Context: an optimization exercise on an open-source flow, tuned for small area, a short achievable clock period and few clock cycles per item. The choices shown serve that exercise and are no tape-out recipe. Function was not checked in any run shown here: the RTL went through the layout flow alone.

[flow/config.mk]
export PLATFORM = sky130hd
export DESIGN_NAME = ISR
export DESIGN_NICKNAME = ISR
export VERILOG_FILES = /design/flow/design.v
export SDC_FILE = /design/flow/constraint.sdc
export NUM_CORES = 4
export LEC_CHECK = 0
export CAP_MARGIN = 20
export CORE_MARGIN = 2
export CORE_UTILIZATION = 40
export PLACE_DENSITY = 0.6
export SLEW_MARGIN = 20
[flow/design.v]
module ISR(reset,
           value,
           clock,
           result,
           done
);
  input wire reset;
  input wire [63:0] value;
  input wire clock;
  output wire [31:0] result;
  output wire done;
  reg  [55:0] d;       
  reg  [30:0] r;       
  reg  [31:0] q;       
  reg  [3:0]  cnt;     
  reg         fin;
  wire [7:0] vt = value[63:56];
  reg  [3:0] q0;
  reg  [4:0] r0;
  always @* begin
    case (vt)
      8'd0: begin q0 = 4'd0; r0 = 5'd0; end
      8'd1: begin q0 = 4'd1; r0 = 5'd0; end
      8'd2: begin q0 = 4'd1; r0 = 5'd1; end
      8'd3: begin q0 = 4'd1; r0 = 5'd2; end
      8'd4: begin q0 = 4'd2; r0 = 5'd0; end
      8'd5: begin q0 = 4'd2; r0 = 5'd1; end
      8'd6: begin q0 = 4'd2; r0 = 5'd2; end
      8'd7: begin q0 = 4'd2; r0 = 5'd3; end
      8'd8: begin q0 = 4'd2; r0 = 5'd4; end
      8'd9: begin q0 = 4'd3; r0 = 5'd0; end
      8'd10: begin q0 = 4'd3; r0 = 5'd1; end
      8'd11: begin q0 = 4'd3; r0 = 5'd2; end
      8'd12: begin q0 = 4'd3; r0 = 5'd3; end
      8'd13: begin q0 = 4'd3; r0 = 5'd4; end
      8'd14: begin q0 = 4'd3; r0 = 5'd5; end
      8'd15: begin q0 = 4'd3; r0 = 5'd6; end
      8'd16: begin q0 = 4'd4; r0 = 5'd0; end
      8'd17: begin q0 = 4'd4; r0 = 5'd1; end
      8'd18: begin q0 = 4'd4; r0 = 5'd2; end
      8'd19: begin q0 = 4'd4; r0 = 5'd3; end
      8'd20: begin q0 = 4'd4; r0 = 5'd4; end
      8'd21: begin q0 = 4'd4; r0 = 5'd5; end
      8'd22: begin q0 = 4'd4; r0 = 5'd6; end
      8'd23: begin q0 = 4'd4; r0 = 5'd7; end
      8'd24: begin q0 = 4'd4; r0 = 5'd8; end
      8'd25: begin q0 = 4'd5; r0 = 5'd0; end
      8'd26: begin q0 = 4'd5; r0 = 5'd1; end
      8'd27: begin q0 = 4'd5; r0 = 5'd2; end
      8'd28: begin q0 = 4'd5; r0 = 5'd3; end
      8'd29: begin q0 = 4'd5; r0 = 5'd4; end
      8'd30: begin q0 = 4'd5; r0 = 5'd5; end
      8'd31: begin q0 = 4'd5; r0 = 5'd6; end
      8'd32: begin q0 = 4'd5; r0 = 5'd7; end
      8'd33: begin q0 = 4'd5; r0 = 5'd8; end
      8'd34: begin q0 = 4'd5; r0 = 5'd9; end
      8'd35: begin q0 = 4'd5; r0 = 5'd10; end
      8'd36: begin q0 = 4'd6; r0 = 5'd0; end
      8'd37: begin q0 = 4'd6; r0 = 5'd1; end
      8'd38: begin q0 = 4'd6; r0 = 5'd2; end
      8'd39: begin q0 = 4'd6; r0 = 5'd3; end
      8'd40: begin q0 = 4'd6; r0 = 5'd4; end
      8'd41: begin q0 = 4'd6; r0 = 5'd5; end
      8'd42: begin q0 = 4'd6; r0 = 5'd6; end
      8'd43: begin q0 = 4'd6; r0 = 5'd7; end
      8'd44: begin q0 = 4'd6; r0 = 5'd8; end
      8'd45: begin q0 = 4'd6; r0 = 5'd9; end
      8'd46: begin q0 = 4'd6; r0 = 5'd10; end
      8'd47: begin q0 = 4'd6; r0 = 5'd11; end
      8'd48: begin q0 = 4'd6; r0 = 5'd12; end
      8'd49: begin q0 = 4'd7; r0 = 5'd0; end
      8'd50: begin q0 = 4'd7; r0 = 5'd1; end
      8'd51: begin q0 = 4'd7; r0 = 5'd2; end
      8'd52: begin q0 = 4'd7; r0 = 5'd3; end
      8'd53: begin q0 = 4'd7; r0 = 5'd4; end
      8'd54: begin q0 = 4'd7; r0 = 5'd5; end
      8'd55: begin q0 = 4'd7; r0 = 5'd6; end
      8'd56: begin q0 = 4'd7; r0 = 5'd7; end
      8'd57: begin q0 = 4'd7; r0 = 5'd8; end
      8'd58: begin q0 = 4'd7; r0 = 5'd9; end
      8'd59: begin q0 = 4'd7; r0 = 5'd10; end
      8'd60: begin q0 = 4'd7; r0 = 5'd11; end
      8'd61: begin q0 = 4'd7; r0 = 5'd12; end
      8'd62: begin q0 = 4'd7; r0 = 5'd13; end
      8'd63: begin q0 = 4'd7; r0 = 5'd14; end
      8'd64: begin q0 = 4'd8; r0 = 5'd0; end
      8'd65: begin q0 = 4'd8; r0 = 5'd1; end
      8'd66: begin q0 = 4'd8; r0 = 5'd2; end
      8'd67: begin q0 = 4'd8; r0 = 5'd3; end
      8'd68: begin q0 = 4'd8; r0 = 5'd4; end
      8'd69: begin q0 = 4'd8; r0 = 5'd5; end
      8'd70: begin q0 = 4'd8; r0 = 5'd6; end
      8'd71: begin q0 = 4'd8; r0 = 5'd7; end
      8'd72: begin q0 = 4'd8; r0 = 5'd8; end
      8'd73: begin q0 = 4'd8; r0 = 5'd9; end
      8'd74: begin q0 = 4'd8; r0 = 5'd10; end
      8'd75: begin q0 = 4'd8; r0 = 5'd11; end
      8'd76: begin q0 = 4'd8; r0 = 5'd12; end
      8'd77: begin q0 = 4'd8; r0 = 5'd13; end
      8'd78: begin q0 = 4'd8; r0 = 5'd14; end
      8'd79: begin q0 = 4'd8; r0 = 5'd15; end
      8'd80: begin q0 = 4'd8; r0 = 5'd16; end
      8'd81: begin q0 = 4'd9; r0 = 5'd0; end
      8'd82: begin q0 = 4'd9; r0 = 5'd1; end
      8'd83: begin q0 = 4'd9; r0 = 5'd2; end
      8'd84: begin q0 = 4'd9; r0 = 5'd3; end
      8'd85: begin q0 = 4'd9; r0 = 5'd4; end
      8'd86: begin q0 = 4'd9; r0 = 5'd5; end
      8'd87: begin q0 = 4'd9; r0 = 5'd6; end
      8'd88: begin q0 = 4'd9; r0 = 5'd7; end
      8'd89: begin q0 = 4'd9; r0 = 5'd8; end
      8'd90: begin q0 = 4'd9; r0 = 5'd9; end
      8'd91: begin q0 = 4'd9; r0 = 5'd10; end
      8'd92: begin q0 = 4'd9; r0 = 5'd11; end
      8'd93: begin q0 = 4'd9; r0 = 5'd12; end
      8'd94: begin q0 = 4'd9; r0 = 5'd13; end
      8'd95: begin q0 = 4'd9; r0 = 5'd14; end
      8'd96: begin q0 = 4'd9; r0 = 5'd15; end
      8'd97: begin q0 = 4'd9; r0 = 5'd16; end
      8'd98: begin q0 = 4'd9; r0 = 5'd17; end
      8'd99: begin q0 = 4'd9; r0 = 5'd18; end
      8'd100: begin q0 = 4'd10; r0 = 5'd0; end
      8'd101: begin q0 = 4'd10; r0 = 5'd1; end
      8'd102: begin q0 = 4'd10; r0 = 5'd2; end
      8'd103: begin q0 = 4'd10; r0 = 5'd3; end
      8'd104: begin q0 = 4'd10; r0 = 5'd4; end
      8'd105: begin q0 = 4'd10; r0 = 5'd5; end
      8'd106: begin q0 = 4'd10; r0 = 5'd6; end
      8'd107: begin q0 = 4'd10; r0 = 5'd7; end
      8'd108: begin q0 = 4'd10; r0 = 5'd8; end
      8'd109: begin q0 = 4'd10; r0 = 5'd9; end
      8'd110: begin q0 = 4'd10; r0 = 5'd10; end
      8'd111: begin q0 = 4'd10; r0 = 5'd11; end
      8'd112: begin q0 = 4'd10; r0 = 5'd12; end
      8'd113: begin q0 = 4'd10; r0 = 5'd13; end
      8'd114: begin q0 = 4'd10; r0 = 5'd14; end
      8'd115: begin q0 = 4'd10; r0 = 5'd15; end
      8'd116: begin q0 = 4'd10; r0 = 5'd16; end
      8'd117: begin q0 = 4'd10; r0 = 5'd17; end
      8'd118: begin q0 = 4'd10; r0 = 5'd18; end
      8'd119: begin q0 = 4'd10; r0 = 5'd19; end
      8'd120: begin q0 = 4'd10; r0 = 5'd20; end
      8'd121: begin q0 = 4'd11; r0 = 5'd0; end
      8'd122: begin q0 = 4'd11; r0 = 5'd1; end
      8'd123: begin q0 = 4'd11; r0 = 5'd2; end
      8'd124: begin q0 = 4'd11; r0 = 5'd3; end
      8'd125: begin q0 = 4'd11; r0 = 5'd4; end
      8'd126: begin q0 = 4'd11; r0 = 5'd5; end
      8'd127: begin q0 = 4'd11; r0 = 5'd6; end
      8'd128: begin q0 = 4'd11; r0 = 5'd7; end
      8'd129: begin q0 = 4'd11; r0 = 5'd8; end
      8'd130: begin q0 = 4'd11; r0 = 5'd9; end
      8'd131: begin q0 = 4'd11; r0 = 5'd10; end
      8'd132: begin q0 = 4'd11; r0 = 5'd11; end
      8'd133: begin q0 = 4'd11; r0 = 5'd12; end
      8'd134: begin q0 = 4'd11; r0 = 5'd13; end
      8'd135: begin q0 = 4'd11; r0 = 5'd14; end
      8'd136: begin q0 = 4'd11; r0 = 5'd15; end
      8'd137: begin q0 = 4'd11; r0 = 5'd16; end
      8'd138: begin q0 = 4'd11; r0 = 5'd17; end
      8'd139: begin q0 = 4'd11; r0 = 5'd18; end
      8'd140: begin q0 = 4'd11; r0 = 5'd19; end
      8'd141: begin q0 = 4'd11; r0 = 5'd20; end
      8'd142: begin q0 = 4'd11; r0 = 5'd21; end
      8'd143: begin q0 = 4'd11; r0 = 5'd22; end
      8'd144: begin q0 = 4'd12; r0 = 5'd0; end
      8'd145: begin q0 = 4'd12; r0 = 5'd1; end
      8'd146: begin q0 = 4'd12; r0 = 5'd2; end
      8'd147: begin q0 = 4'd12; r0 = 5'd3; end
      8'd148: begin q0 = 4'd12; r0 = 5'd4; end
      8'd149: begin q0 = 4'd12; r0 = 5'd5; end
      8'd150: begin q0 = 4'd12; r0 = 5'd6; end
      8'd151: begin q0 = 4'd12; r0 = 5'd7; end
      8'd152: begin q0 = 4'd12; r0 = 5'd8; end
      8'd153: begin q0 = 4'd12; r0 = 5'd9; end
      8'd154: begin q0 = 4'd12; r0 = 5'd10; end
      8'd155: begin q0 = 4'd12; r0 = 5'd11; end
      8'd156: begin q0 = 4'd12; r0 = 5'd12; end
      8'd157: begin q0 = 4'd12; r0 = 5'd13; end
      8'd158: begin q0 = 4'd12; r0 = 5'd14; end
      8'd159: begin q0 = 4'd12; r0 = 5'd15; end
      8'd160: begin q0 = 4'd12; r0 = 5'd16; end
      8'd161: begin q0 = 4'd12; r0 = 5'd17; end
      8'd162: begin q0 = 4'd12; r0 = 5'd18; end
      8'd163: begin q0 = 4'd12; r0 = 5'd19; end
      8'd164: begin q0 = 4'd12; r0 = 5'd20; end
      8'd165: begin q0 = 4'd12; r0 = 5'd21; end
      8'd166: begin q0 = 4'd12; r0 = 5'd22; end
      8'd167: begin q0 = 4'd12; r0 = 5'd23; end
      8'd168: begin q0 = 4'd12; r0 = 5'd24; end
      8'd169: begin q0 = 4'd13; r0 = 5'd0; end
      8'd170: begin q0 = 4'd13; r0 = 5'd1; end
      8'd171: begin q0 = 4'd13; r0 = 5'd2; end
      8'd172: begin q0 = 4'd13; r0 = 5'd3; end
      8'd173: begin q0 = 4'd13; r0 = 5'd4; end
      8'd174: begin q0 = 4'd13; r0 = 5'd5; end
      8'd175: begin q0 = 4'd13; r0 = 5'd6; end
      8'd176: begin q0 = 4'd13; r0 = 5'd7; end
      8'd177: begin q0 = 4'd13; r0 = 5'd8; end
      8'd178: begin q0 = 4'd13; r0 = 5'd9; end
      8'd179: begin q0 = 4'd13; r0 = 5'd10; end
      8'd180: begin q0 = 4'd13; r0 = 5'd11; end
      8'd181: begin q0 = 4'd13; r0 = 5'd12; end
      8'd182: begin q0 = 4'd13; r0 = 5'd13; end
      8'd183: begin q0 = 4'd13; r0 = 5'd14; end
      8'd184: begin q0 = 4'd13; r0 = 5'd15; end
      8'd185: begin q0 = 4'd13; r0 = 5'd16; end
      8'd186: begin q0 = 4'd13; r0 = 5'd17; end
      8'd187: begin q0 = 4'd13; r0 = 5'd18; end
      8'd188: begin q0 = 4'd13; r0 = 5'd19; end
      8'd189: begin q0 = 4'd13; r0 = 5'd20; end
      8'd190: begin q0 = 4'd13; r0 = 5'd21; end
      8'd191: begin q0 = 4'd13; r0 = 5'd22; end
      8'd192: begin q0 = 4'd13; r0 = 5'd23; end
      8'd193: begin q0 = 4'd13; r0 = 5'd24; end
      8'd194: begin q0 = 4'd13; r0 = 5'd25; end
      8'd195: begin q0 = 4'd13; r0 = 5'd26; end
      8'd196: begin q0 = 4'd14; r0 = 5'd0; end
      8'd197: begin q0 = 4'd14; r0 = 5'd1; end
      8'd198: begin q0 = 4'd14; r0 = 5'd2; end
      8'd199: begin q0 = 4'd14; r0 = 5'd3; end
      8'd200: begin q0 = 4'd14; r0 = 5'd4; end
      8'd201: begin q0 = 4'd14; r0 = 5'd5; end
      8'd202: begin q0 = 4'd14; r0 = 5'd6; end
      8'd203: begin q0 = 4'd14; r0 = 5'd7; end
      8'd204: begin q0 = 4'd14; r0 = 5'd8; end
      8'd205: begin q0 = 4'd14; r0 = 5'd9; end
      8'd206: begin q0 = 4'd14; r0 = 5'd10; end
      8'd207: begin q0 = 4'd14; r0 = 5'd11; end
      8'd208: begin q0 = 4'd14; r0 = 5'd12; end
      8'd209: begin q0 = 4'd14; r0 = 5'd13; end
      8'd210: begin q0 = 4'd14; r0 = 5'd14; end
      8'd211: begin q0 = 4'd14; r0 = 5'd15; end
      8'd212: begin q0 = 4'd14; r0 = 5'd16; end
      8'd213: begin q0 = 4'd14; r0 = 5'd17; end
      8'd214: begin q0 = 4'd14; r0 = 5'd18; end
      8'd215: begin q0 = 4'd14; r0 = 5'd19; end
      8'd216: begin q0 = 4'd14; r0 = 5'd20; end
      8'd217: begin q0 = 4'd14; r0 = 5'd21; end
      8'd218: begin q0 = 4'd14; r0 = 5'd22; end
      8'd219: begin q0 = 4'd14; r0 = 5'd23; end
      8'd220: begin q0 = 4'd14; r0 = 5'd24; end
      8'd221: begin q0 = 4'd14; r0 = 5'd25; end
      8'd222: begin q0 = 4'd14; r0 = 5'd26; end
      8'd223: begin q0 = 4'd14; r0 = 5'd27; end
      8'd224: begin q0 = 4'd14; r0 = 5'd28; end
      8'd225: begin q0 = 4'd15; r0 = 5'd0; end
      8'd226: begin q0 = 4'd15; r0 = 5'd1; end
      8'd227: begin q0 = 4'd15; r0 = 5'd2; end
      8'd228: begin q0 = 4'd15; r0 = 5'd3; end
      8'd229: begin q0 = 4'd15; r0 = 5'd4; end
      8'd230: begin q0 = 4'd15; r0 = 5'd5; end
      8'd231: begin q0 = 4'd15; r0 = 5'd6; end
      8'd232: begin q0 = 4'd15; r0 = 5'd7; end
      8'd233: begin q0 = 4'd15; r0 = 5'd8; end
      8'd234: begin q0 = 4'd15; r0 = 5'd9; end
      8'd235: begin q0 = 4'd15; r0 = 5'd10; end
      8'd236: begin q0 = 4'd15; r0 = 5'd11; end
      8'd237: begin q0 = 4'd15; r0 = 5'd12; end
      8'd238: begin q0 = 4'd15; r0 = 5'd13; end
      8'd239: begin q0 = 4'd15; r0 = 5'd14; end
      8'd240: begin q0 = 4'd15; r0 = 5'd15; end
      8'd241: begin q0 = 4'd15; r0 = 5'd16; end
      8'd242: begin q0 = 4'd15; r0 = 5'd17; end
      8'd243: begin q0 = 4'd15; r0 = 5'd18; end
      8'd244: begin q0 = 4'd15; r0 = 5'd19; end
      8'd245: begin q0 = 4'd15; r0 = 5'd20; end
      8'd246: begin q0 = 4'd15; r0 = 5'd21; end
      8'd247: begin q0 = 4'd15; r0 = 5'd22; end
      8'd248: begin q0 = 4'd15; r0 = 5'd23; end
      8'd249: begin q0 = 4'd15; r0 = 5'd24; end
      8'd250: begin q0 = 4'd15; r0 = 5'd25; end
      8'd251: begin q0 = 4'd15; r0 = 5'd26; end
      8'd252: begin q0 = 4'd15; r0 = 5'd27; end
      8'd253: begin q0 = 4'd15; r0 = 5'd28; end
      8'd254: begin q0 = 4'd15; r0 = 5'd29; end
      8'd255: begin q0 = 4'd15; r0 = 5'd30; end
    endcase
  end
  wire [29:0] qs = q[29:0];
  wire [34:0] x  = {r, d[55:52]};             
  wire [33:0] t1;
  prefix_add #(.W(34), .KIND(3)) u_t1(.a({1'b0, x[34:2]}), .b(~{2'b00, qs, 2'b01}), .ci(1'b1), .y(t1));
  wire        ge1 = ~t1[33];
  wire [35:0] t2a;
  prefix_add #(.W(36), .KIND(3)) u_t2a(.a({1'b0, x}), .b(~{3'b000, qs, 3'b001}), .ci(1'b1), .y(t2a));
  wire        ge2a = ~t2a[35];
  wire [35:0] m1 = {~{2'b00, qs}, 4'b1111};
  wire [35:0] m2 = {~{3'b000, qs}, 3'b000};
  wire [35:0] xe = {1'b0, x};
  wire [35:0] cs = xe ^ m1 ^ m2;
  wire [35:0] cc = (xe & m1) | (xe & m2) | (m1 & m2);
  wire [35:0] t2b;
  prefix_add #(.W(36), .KIND(3)) u_t2b(.a(cs), .b({cc[34:0], 1'b0}), .ci(1'b0), .y(t2b));
  wire        ge2b = ~t2b[35];
  wire        ge2 = ge1 ? ge2b : ge2a;
  wire [30:0] r1 = ge1 ? (ge2 ? t2b[30:0] : {t1[28:0], x[1:0]})
                       : (ge2 ? t2a[30:0] : x[30:0]);
  always @(posedge clock) begin
    if (reset) begin
      d   <= value[55:0];
      r   <= {26'd0, r0};
      q   <= {28'd0, q0};
      cnt <= 4'd14;
      fin <= 1'b0;
    end else begin
      d   <= {d[51:0], 4'b0000};
      r   <= r1;
      cnt <= cnt - 4'd1;
      if (!fin) begin
        q   <= {q[29:0], ge1, ge2};
        if (cnt == 4'd1) fin <= 1'b1;
      end
    end
  end
  assign result = q;
  assign done   = fin;
endmodule
module prefix_add #(parameter W = 8, parameter KIND = 0)
  (input wire [W-1:0] a, input wire [W-1:0] b, input wire ci,
   output wire [W-1:0] y);
  reg [W-1:0] g, p, pp;
  reg [W-1:0] gn, pn;
  reg [W:0]   c;
  integer i, j, l, s;
  always @* begin
    for (i = 0; i < W; i = i + 1) begin
      g[i]  = a[i] & b[i];
      pp[i] = a[i] ^ b[i];
      p[i]  = pp[i];
    end
    g[0] = g[0] | (p[0] & ci);
    if (KIND == 0) begin
      for (l = 1; l < W; l = l * 2)
        for (j = 2 * l - 1; j < W; j = j + 2 * l) begin
          g[j] = g[j] | (p[j] & g[j - l]);
          p[j] = p[j] & p[j - l];
        end
      for (l = l / 2; l >= 1; l = l / 2)
        for (j = 3 * l - 1; j < W; j = j + 2 * l) begin
          g[j] = g[j] | (p[j] & g[j - l]);
          p[j] = p[j] & p[j - l];
        end
    end else if (KIND == 1) begin
      for (l = 1; l < W; l = l * 2) begin
        gn = g; pn = p;
        for (j = 0; j < W; j = j + 1)
          if ((j / l) % 2 == 1) begin
            s = (j / l) * l - 1;
            gn[j] = g[j] | (p[j] & g[s]);
            pn[j] = p[j] & p[s];
          end
        g = gn; p = pn;
      end
    end else if (KIND == 2) begin
      for (l = 1; l < W; l = l * 2) begin
        gn = g; pn = p;
        for (j = l; j < W; j = j + 1) begin
          gn[j] = g[j] | (p[j] & g[j - l]);
          pn[j] = p[j] & p[j - l];
        end
        g = gn; p = pn;
      end
    end else begin
      for (l = 1; l < W; l = l * 2) begin
        gn = g; pn = p;
        for (j = 1; j < W; j = j + 2)
          if (j - l >= 0) begin
            if (l == 1) begin
              gn[j] = g[j] | (p[j] & g[j - 1]);
              pn[j] = p[j] & p[j - 1];
            end else if (j - l >= 1) begin
              gn[j] = g[j] | (p[j] & g[j - l]);
              pn[j] = p[j] & p[j - l];
            end
          end
        g = gn; p = pn;
      end
      gn = g; pn = p;
      for (j = 2; j < W; j = j + 2) begin
        gn[j] = g[j] | (p[j] & g[j - 1]);
        pn[j] = p[j] & p[j - 1];
      end
      g = gn; p = pn;
    end
    c[0] = ci;
    for (i = 0; i < W; i = i + 1)
      c[i + 1] = g[i];
  end
  assign y = pp ^ c[W-1:0];
endmodule
[flow/standard.sh]
#!/bin/bash
# synth_recipe.tcl (not shown) runs the flow's synth.tcl, then flattens the netlist and writes it again
# the make line also repeats each setting of config.mk as NAME=value (left out here)
make -C /OpenROAD-flow-scripts/flow DESIGN_CONFIG=/design/flow/config.mk WORK_HOME=/design/flow/orfs CLKGATE_MAP_FILE= SYNTH_SCRIPT=/design/flow/synth_recipe.tcl "${@:-finish}"
[flow/flow/run.sh]
#!/bin/bash
bash standard.sh BUFFER_PORTS_ARGS="-buffer_cell sky130_fd_sc_hd__buf_2" SETUP_SLACK_MARGIN=6.5 ABC_AREA=1 CTS_BUF_LIST="sky130_fd_sc_hd__clkbuf_4 sky130_fd_sc_hd__clkbuf_8" finish > standard.log 2>&1
[flow/constraint.sdc]
create_clock -name core_clock -period 10.0 [get_ports {clock}]
set_input_delay 2.0000 -clock core_clock [delete_from_list [all_inputs] [get_ports {clock}]]
set_output_delay 2.0000 -clock core_clock [all_outputs]
set_load 0.01 [all_outputs]
==> reports/summary.txt, run 1 <==
Place WS = 5940 ps
compound-gate portion of the synthesized area = 0.175
post-synthesis net count = 1655
CP startpoint = value[58]
Mapped Area = 10500 sq um
PnR worst setup slack = 6630 ps
die area = 27400 sq um
initial antenna violation count = 1
endpoints failing hold = 0
final setup skew = 17.0 ps
simple-gate share of the synthesized area = 0.203
num rows = 59
First DRT Iteration DRCs = 582
Most used DFF post-synth = dfxtp_1
Crit Path Max Fanout = 14
Final period util = 0.337
Multi-input gate area = 7380 sq um
R2R setup slack = 6650 ps
CP peak stage delay = 340 ps
die width = 166 um
number of diodes = 0
CTS Sinks = 124
RSZ-0062 raised after global routing = true
Cells after Synth = 1412
Vias = 9732
Final Max Tran Viols = 0
mux share of post-synthesis cell area = 0
number of max-cap violations = 0
async set-reset flop share out of synthesis = 0
Worst Path Buf+Inv = 2
WL per Instance = 16.1 um
vias in the first global route = 9249
Tmin final = 3370 ps
WS Path Type = in -> reg
first-pass GRT wire length = 48.3 mm
Initial Utilization = 0.405
EDFF count, synth = 4
core area = 25800 sq um
Critical Path AT = 3690 ps
routed vias/inst = 5.19
clk latency of the worst-skew pair = 460 ps
First-pass DRT Iterations = 5
Cell Chain, Critical Path = buf_2, inv_1, o21ai_0, a21boi_1, nor2_1, o21ai_0, o221ai_1, nand2_1, o21ai_0, a21oi_1, o21ai_1
#FFs+latches synth = 124
largest net degree at the start of global routing = 98
CTS buffer count = 17
global route total overflow = 0
root buffer cell = clkbuf_8
adder-cell share of the synthesized area = 0.262
routed wire length = 30.2 mm
commonest cells after routing, fill and taps aside = 367 x nand2_1, 145 x inv_1, 135 x a21oi_1, 101 x ha_1
hold path start = d[2]$_SDFF_PN0_
Area Growth Syn to Fin = 17.1%
setup violation total in the final timing report = 0
RR Startpoint = r[6]$_SDFF_PP0_
nets = 1769
RePlAce Congestion = 0.925
Filler cells = 2638
DRC errors left = 0
Die Ht = 166 um
hpwl dp = 21.2 mm
Buffers on Ports = 98
status = timing/DRC/antenna clean
XOR/XNOR Fraction of Synth Area = 0.0352
main combinational cell family by area after synthesis = adder cells
Tot GR Track Use = 0.217
final core occ = 0.474
Fmax achieved = 297 MHz
slew margin rel. = 0.517
Top-Level Pins = 99
TritonCTS clock tree = yes
Reg clk slew, reported paths = 80 ps
most used cell, CP = o21ai_0
Crit path required time = 10320 ps
Reg area = 2570 sq um
synth warn = 3
hold crit path type = reg -> reg
# H-tree levels = 4
sequential share of the synthesized area = 0.241
most common library cell in the layout ignoring fill and taps = nand2_1
Avg Cell Area, Syn = 7.40 sq um
post-route ant nets = 0
CP delay by family, top = compound AO/OA/AOI/OAI gates
Worst setup EP type = flop
layout cells sized above 1 = 0.183
CP max stage cell = inv_1
kind of start point of the critical path = primary input
TNS Setup = 0 ps
CTS Buffer Depth = 2
Netlist cell types = 50
Worst-Margin Slew = 725 ps
[worst paths after layout]
| check | to | depth (start not counted) |
|---|---|---|
| worst max-delay path | r[0]$_DFF_P_ | 11 |
| worst min-delay path | d[6]$_DFF_P_ | 2 |
| worst max register to register | r[29]$_SDFF_PP0_ | 18 |
| worst min register to register | d[6]$_DFF_P_ | 2 |
[through the flow]
stage	hold WS (ps)	instances	cell area [sq um]
after floorplan	396	1412	10500
after global placement	399	1798	11100
after detailed placement	406	1798	11100
after CTS	425	1844	11800
after global routing	438	1874	12200
final	421	1874	12200
[registers in the layout (all words and copies together) (netlist names)]
| signal | flops |
|---|---|
| d | 56 |
| r | 31 |
| q | 32 |
| fin | 1 |
| cnt | 4 |
[synthesized netlist by cell type, types with 4 or more instances]
cell | instances | share of area
a21boi_0 | 6 | 0.0043
a21o_1 | 6 | 0.0043
a21oi_1 | 142 | 0.068
a21oi_2 | 4 | 0.0034
a31oi_1 | 8 | 0.0048
buf_1 | 5 | 0.0018
buf_2 | 8 | 0.0038
buf_6 | 5 | 0.0054
clkbuf_1 | 31 | 0.011
clkinv_1 | 4 | 0.0014
dfxtp_1 | 120 | 0.23
edfxtp_1 | 4 | 0.011
fa_1 | 70 | 0.13
ha_1 | 107 | 0.13
inv_1 | 162 | 0.058
nand2_1 | 375 | 0.13
nand2_2 | 6 | 0.0036
nand3_1 | 35 | 0.017
nand4_1 | 5 | 0.0030
nor2_1 | 78 | 0.028
nor3_1 | 9 | 0.0043
o211ai_1 | 9 | 0.0065
o21a_1 | 6 | 0.0043
o21ai_0 | 103 | 0.049
o21ai_1 | 21 | 0.010
o221ai_1 | 8 | 0.0067
xnor2_1 | 14 | 0.012
xor2_1 | 28 | 0.023
[area by class of cell]
| type | count | share of cell area |
|---|---|---|
| multi-input combinational | 1075 | 0.603 |
| sequential | 124 | 0.210 |
| timing repair buffer | 140 | 0.0661 |
| inverter | 168 | 0.0527 |
| tap | 335 | 0.0342 |
| clock buffer | 19 | 0.0214 |
| clock inverter | 13 | 0.0126 |
[per-layer routing]
metal  part of all wire  up-vias  global-route usage
li1                   -     4845                   -
met1               0.46     4530               0.295
met2               0.45      318               0.355
met3              0.070       39              0.0428
met4              0.017        0              0.0563
met5                  0        -                   0
[worst register-to-register path, cell delays in order (launching register included)]
cell,delay (ps)
dfxtp_4,360
inv_1,80
fa_2,600
inv_1,50
ha_1,320
nand2_1,110
nor2_1,60
nand2_1,70
clkinv_1,70
nand4_1,90
nand3_2,130
buf_4,160
a31oi_2,200
o21ai_1,110
fa_1,380
xnor2_1,130
a21oi_1,150
o21ai_1,80
a21oi_1,140
[logic make-up after synthesis]
kind of cell	after synthesis
flops	124
buf+inv	218
xor+xnor	42
compound gates	329
fa+ha+maj	177
simple gates	522
[repair_timing]
action,4_1_cts,5_1_grt
hold buffers,0,0
gates resized for setup,44,67
setup endpoints to repair,36,32
cloned,2,3
pin swaps,7,20
buffers inserted,12,27
==> inputs of run 2 (changes only) <==
--- a/flow/design.v
+++ b/flow/design.v
@@ -12,3 +12,3 @@
   reg  [55:0] d;       
-  reg  [30:0] r;       
+  reg  [31:0] r;       
   reg  [31:0] q;       
@@ -279,21 +279,19 @@
   end
-  wire [29:0] qs = q[29:0];
-  wire [34:0] x  = {r, d[55:52]};             
+  wire        s  = ~r[31];
+  wire [31:0] qx = {2'b00, q[29:0]} ^ {32{s}};
+  wire [33:0] x  = {r[29:0], d[55:52]};
   wire [33:0] t1;
-  prefix_add #(.W(34), .KIND(3)) u_t1(.a({1'b0, x[34:2]}), .b(~{2'b00, qs, 2'b01}), .ci(1'b1), .y(t1));
-  wire        ge1 = ~t1[33];
-  wire [35:0] t2a;
-  prefix_add #(.W(36), .KIND(3)) u_t2a(.a({1'b0, x}), .b(~{3'b000, qs, 3'b001}), .ci(1'b1), .y(t2a));
-  wire        ge2a = ~t2a[35];
-  wire [35:0] m1 = {~{2'b00, qs}, 4'b1111};
-  wire [35:0] m2 = {~{3'b000, qs}, 3'b000};
-  wire [35:0] xe = {1'b0, x};
-  wire [35:0] cs = xe ^ m1 ^ m2;
-  wire [35:0] cc = (xe & m1) | (xe & m2) | (m1 & m2);
-  wire [35:0] t2b;
-  prefix_add #(.W(36), .KIND(3)) u_t2b(.a(cs), .b({cc[34:0], 1'b0}), .ci(1'b0), .y(t2b));
-  wire        ge2b = ~t2b[35];
-  wire        ge2 = ge1 ? ge2b : ge2a;
-  wire [30:0] r1 = ge1 ? (ge2 ? t2b[30:0] : {t1[28:0], x[1:0]})
-                       : (ge2 ? t2a[30:0] : x[30:0]);
+  prefix_add #(.W(34), .KIND(0)) u_t1(.a({r[31:0], d[55:54]}), .b({qx, 2'b11}), .ci(1'b0), .y(t1));
+  wire        b1 = ~t1[33];
+  wire [33:0] tn;
+  prefix_add #(.W(34), .KIND(0)) u_tn(.a(x), .b({qx[30:0], 3'b111}), .ci(1'b0), .y(tn));
+  wire [33:0] m1 = {qx[29:0], 4'b1111};
+  wire [33:0] m2 = {qx[30:0], 3'b000};
+  wire [33:0] cs = x ^ m1 ^ m2;
+  wire [33:0] cc = (x & m1) | (x & m2) | (m1 & m2);
+  wire [33:0] tf;
+  prefix_add #(.W(34), .KIND(0)) u_tf(.a(cs), .b({cc[32:0], 1'b0}), .ci(1'b0), .y(tf));
+  wire        far = ~(b1 ^ s);
+  wire [33:0] rn = far ? tf : tn;
+  wire        b2 = ~rn[33];
   always @(posedge clock) begin
@@ -301,3 +299,3 @@
       d   <= value[55:0];
-      r   <= {26'd0, r0};
+      r   <= {27'd0, r0};
       q   <= {28'd0, q0};
@@ -307,6 +305,6 @@
       d   <= {d[51:0], 4'b0000};
-      r   <= r1;
+      r   <= rn[31:0];
       cnt <= cnt - 4'd1;
       if (!fin) begin
-        q   <= {q[29:0], ge1, ge2};
+        q   <= {q[29:0], b1, b2};
         if (cnt == 4'd1) fin <= 1'b1;
@@ -325,2 +323,4 @@
   integer i, j, l, s;
+  localparam integer TOP = (W > 32) ? 32 : (W > 16) ? 16 : (W > 8) ? 8 :
+                           (W > 4) ? 4 : (W > 2) ? 2 : 1;
   always @* begin
@@ -338,3 +338,3 @@
         end
-      for (l = l / 2; l >= 1; l = l / 2)
+      for (l = TOP / 2; l >= 1; l = l / 2)
         for (j = 3 * l - 1; j < W; j = j + 2 * l) begin
==> run 2 against run 1 <==
  * Still clean on timing, DRC and antenna
  * Final area down 1.3%
  * First-iteration DRC count down 30%
  * Clock skew about the same
  * Non-clock buffer count up 9
  * Highest routed layer is now met5
==> reports/summary.txt, run 2 <==
endpoints failing hold = 0
CTS Buffer Depth = 2
number of diodes = 0
Final Max Tran Viols = 0
Netlist cell types = 48
vias in the first global route = 8328
hold path start = d[49]$_DFF_P_
sequential share of the synthesized area = 0.264
synth cell count leaders = 361 x nand2_1, 162 x nor2_1, 121 x dfxtp_1
TNS Setup = 0 ps
Avg Cell Area, Syn = 7.46 sq um
Area Growth Syn to Fin = 25.6%
post-synthesis net count = 1513
First-pass DRT Iterations = 5
nets = 1635
global route total overflow = 0
post-route ant nets = 0
async set-reset flop share out of synthesis = 0
Fmax achieved = 281 MHz
CTS Sinks = 125
DRC errors left = 0
final setup skew = 16.6 ps
RePlAce Congestion = 0.861
status = timing/DRC/antenna clean
Cell Chain, Critical Path = buf_12, buf_16, xor2_4, inv_4, fa_1, ha_4, a21oi_2, nand2_1, nand2_1, nand3_2, a31oi_4, o21bai_4, nand3_2, nand2_2, fa_2, xor2_1, nor2_1, nor2_1
die width = 159 um
kind of start point of the critical path = flop
Final Hold Slack = 424 ps
synth warn = 2
# H-tree levels = 4
Top-Level Pins = 99
Critical Path AT = 3920 ps
PnR worst setup slack = 6440 ps
slew margin rel. = 0.292
reg2reg end = r[31]$_SDFF_PP0_
cts hold-fix bufs = 0
CP max stage cell = fa_1
Tmin final = 3560 ps
Die Ht = 159 um
largest registers = d: 56 flops, q: 32 flops, r: 32 flops
final core occ = 0.513
#FFs+latches synth = 125
Tot GR Track Use = 0.193
Reg clk slew, reported paths = 90 ps
Buffers on Ports = 98
largest cells by area after synthesis = dfxtp_1 25%, nand2_1 14%, ha_1 13%
routed vias/inst = 4.98
Cells after Synth = 1290
TritonCTS clock tree = yes
Most used DFF post-synth = dfxtp_1
Initial Utilization = 0.409
final non-filler cell total = 1744
first-pass GRT wire length = 40.3 mm
First DRT Iteration DRCs = 409
R2R depth = 18
setup violation total in the final timing report = 0
number of max-cap violations = 0
Worst setup EP type = flop
Cells on Worst Hold Path = 2
cell taking the most area after synthesis = dfxtp_1
Place WS = 5520 ps
Crit path required time = 10360 ps
hold crit path type = reg -> reg
core area = 23500 sq um
R2R setup slack = 6440 ps
RSZ-0062 raised after global routing = true
root buffer cell = clkbuf_8
WS Path Type = reg -> reg
post-route cell area = 12100 sq um
layout cells sized above 1 = 0.220
Most flops, register = d
initial antenna violation count = 1
Crit Path Max Fanout = 8
die area = 25300 sq um
Mapped Area = 9620 sq um
placed cell area = 10500 sq um
Placed Cells incl. Taps = 1665
routed wire length = 25.3 mm
most frequent cell after synthesis = nand2_1
WL per Instance = 14.5 um
Vias = 8682
Largest register FFs = 56
hold worst-path end = d[53]$_DFF_P_
EDFF count, synth = 4
commonest cells after routing, fill and taps aside = 345 x nand2_1, 151 x nor2_1, 120 x dfxtp_1, 99 x inv_1, 98 x buf_2
post-synth top area share = 0.252
largest net degree at the start of global routing = 85
most common library cell in the layout ignoring fill and taps = nand2_1
clk latency of the worst-skew pair = 460 ps
Final period util = 0.356
RR Startpoint = r[31]$_SDFF_PP0_
num rows = 56
CP peak stage delay = 570 ps
CTS buffer count = 17
hpwl dp = 17.8 mm
Worst-Margin Slew = 1060 ps
-- run 2: changes by cell type in the layout (fill, tap and decap cells not counted), moves of 22 or more --
cell | previous run | this run
a21oi_1 | 135 | 45
dfxtp_1 | 98 | 120
inv_1 | 145 | 99
nand2_1 | 367 | 345
nor2_1 | 75 | 151
o21ai_0 | 95 | 58
o21ai_1 | 26 | 3
-- run 2: layer usage --
metal | vias to the layer above | track usage | share of wire
met1 | 4015 | 0.244 | 0.44
met3 | 38 | 0.0445 | 0.055
met2 | 229 | 0.333 | 0.49
met5 | - | 0 | 0.00051
met4 | 2 | 0.0500 | 0.018
li1 | 4398 | - | -
-- run 2: worst max-delay path: cells and delay by family, from the launching register on --
kind / cells / cell delay [ps]
AO/OA/AOI/OAI: 3 / 550
XOR/XNOR: 2 / 360
adder cells (fa/ha/maj): 3 / 1130
buffers and inverters: 3 / 340
flip-flops: 1 / 470
AND/OR/NAND/NOR: 7 / 590
-- run 2: repair_timing --
action,in CTS,in global routing
buffers inserted,25,20
pin swaps,19,49
endpoints found under the setup margin,104,38
gates resized for setup,51,102
endpoints found under the hold margin,0,0
gates cloned,2,0
-- run 2: cell type report --
type                    instances  area (sq um)
clock buffers                  17           234
clock inverters                15           196
fillers                      2316         11500
inverters                     121           472
multi-input cells             998          7240
flip-flops and latches        125          2550
well taps                     319           399
repair buffers                149           990
-- run 2: kinds of logic (layout without fill, tap and decap cells) --
family                   count (synthesis)  count (layout)  share of synthesized area
AND/OR/NAND/NOR                        598             598                      0.249
AO/OA/AOI/OAI                          175             175                      0.109
buffers and inverters                  167             302                     0.0698
adder cells (fa/ha/maj)                157             157                      0.246
flip-flops                             125             125                      0.264
XOR/XNOR                                68              68                     0.0619
-- run 2: worst max path at each step --
stage	start	to	slack, ps	depth (start not counted)
final	r[31]$_SDFF_PP0_	r[31]$_SDFF_PP0_	6440	18
after global routing	r[31]$_SDFF_PP0_	r[31]$_SDFF_PP0_	6240	19
after CTS	r[31]$_SDFF_PP0_	r[31]$_SDFF_PP0_	6500	17
after detailed placement	reset	q[2]$_DFFE_PP_	5520	5
after global placement	reset	q[2]$_DFFE_PP_	5520	5
after floorplan	r[31]$_SDFF_PP0_	r[31]$_SDFF_PP0_	6480	20

afterwards: timing with drivers on the ports:
The results above use ideal ports. As a check the final layouts listed here were re-extracted and re-timed, cells and wires unchanged. Step 1: set_driving_cell puts a clkbuf_16 on clock and a buf_2 on each other input, an assumption about the parent block. Step 2 also shifts input and output timing later by t, the mid clock arrival at the registers, as if the neighbouring blocks saw the same clock. Three values: no drivers, after step 1, after step 2; two values: the first two.
| run | t (ns) | setup slack, ns | hold slack, ns |
|---|---|---|---|
| run 1 | 0.495 | 6.630 / 6.619 / 6.156 | 0.421 / 0.421 / 0.421 |
| run 2 | 0.494 | 6.436 / 6.436 / 6.044 | 0.424 / 0.424 / 0.424 |
After both steps every run listed still meets setup and hold. For run 1, which loses most, drivers alone change the setup slack by -0.011 ns; drivers and shift together by -0.474 ns.
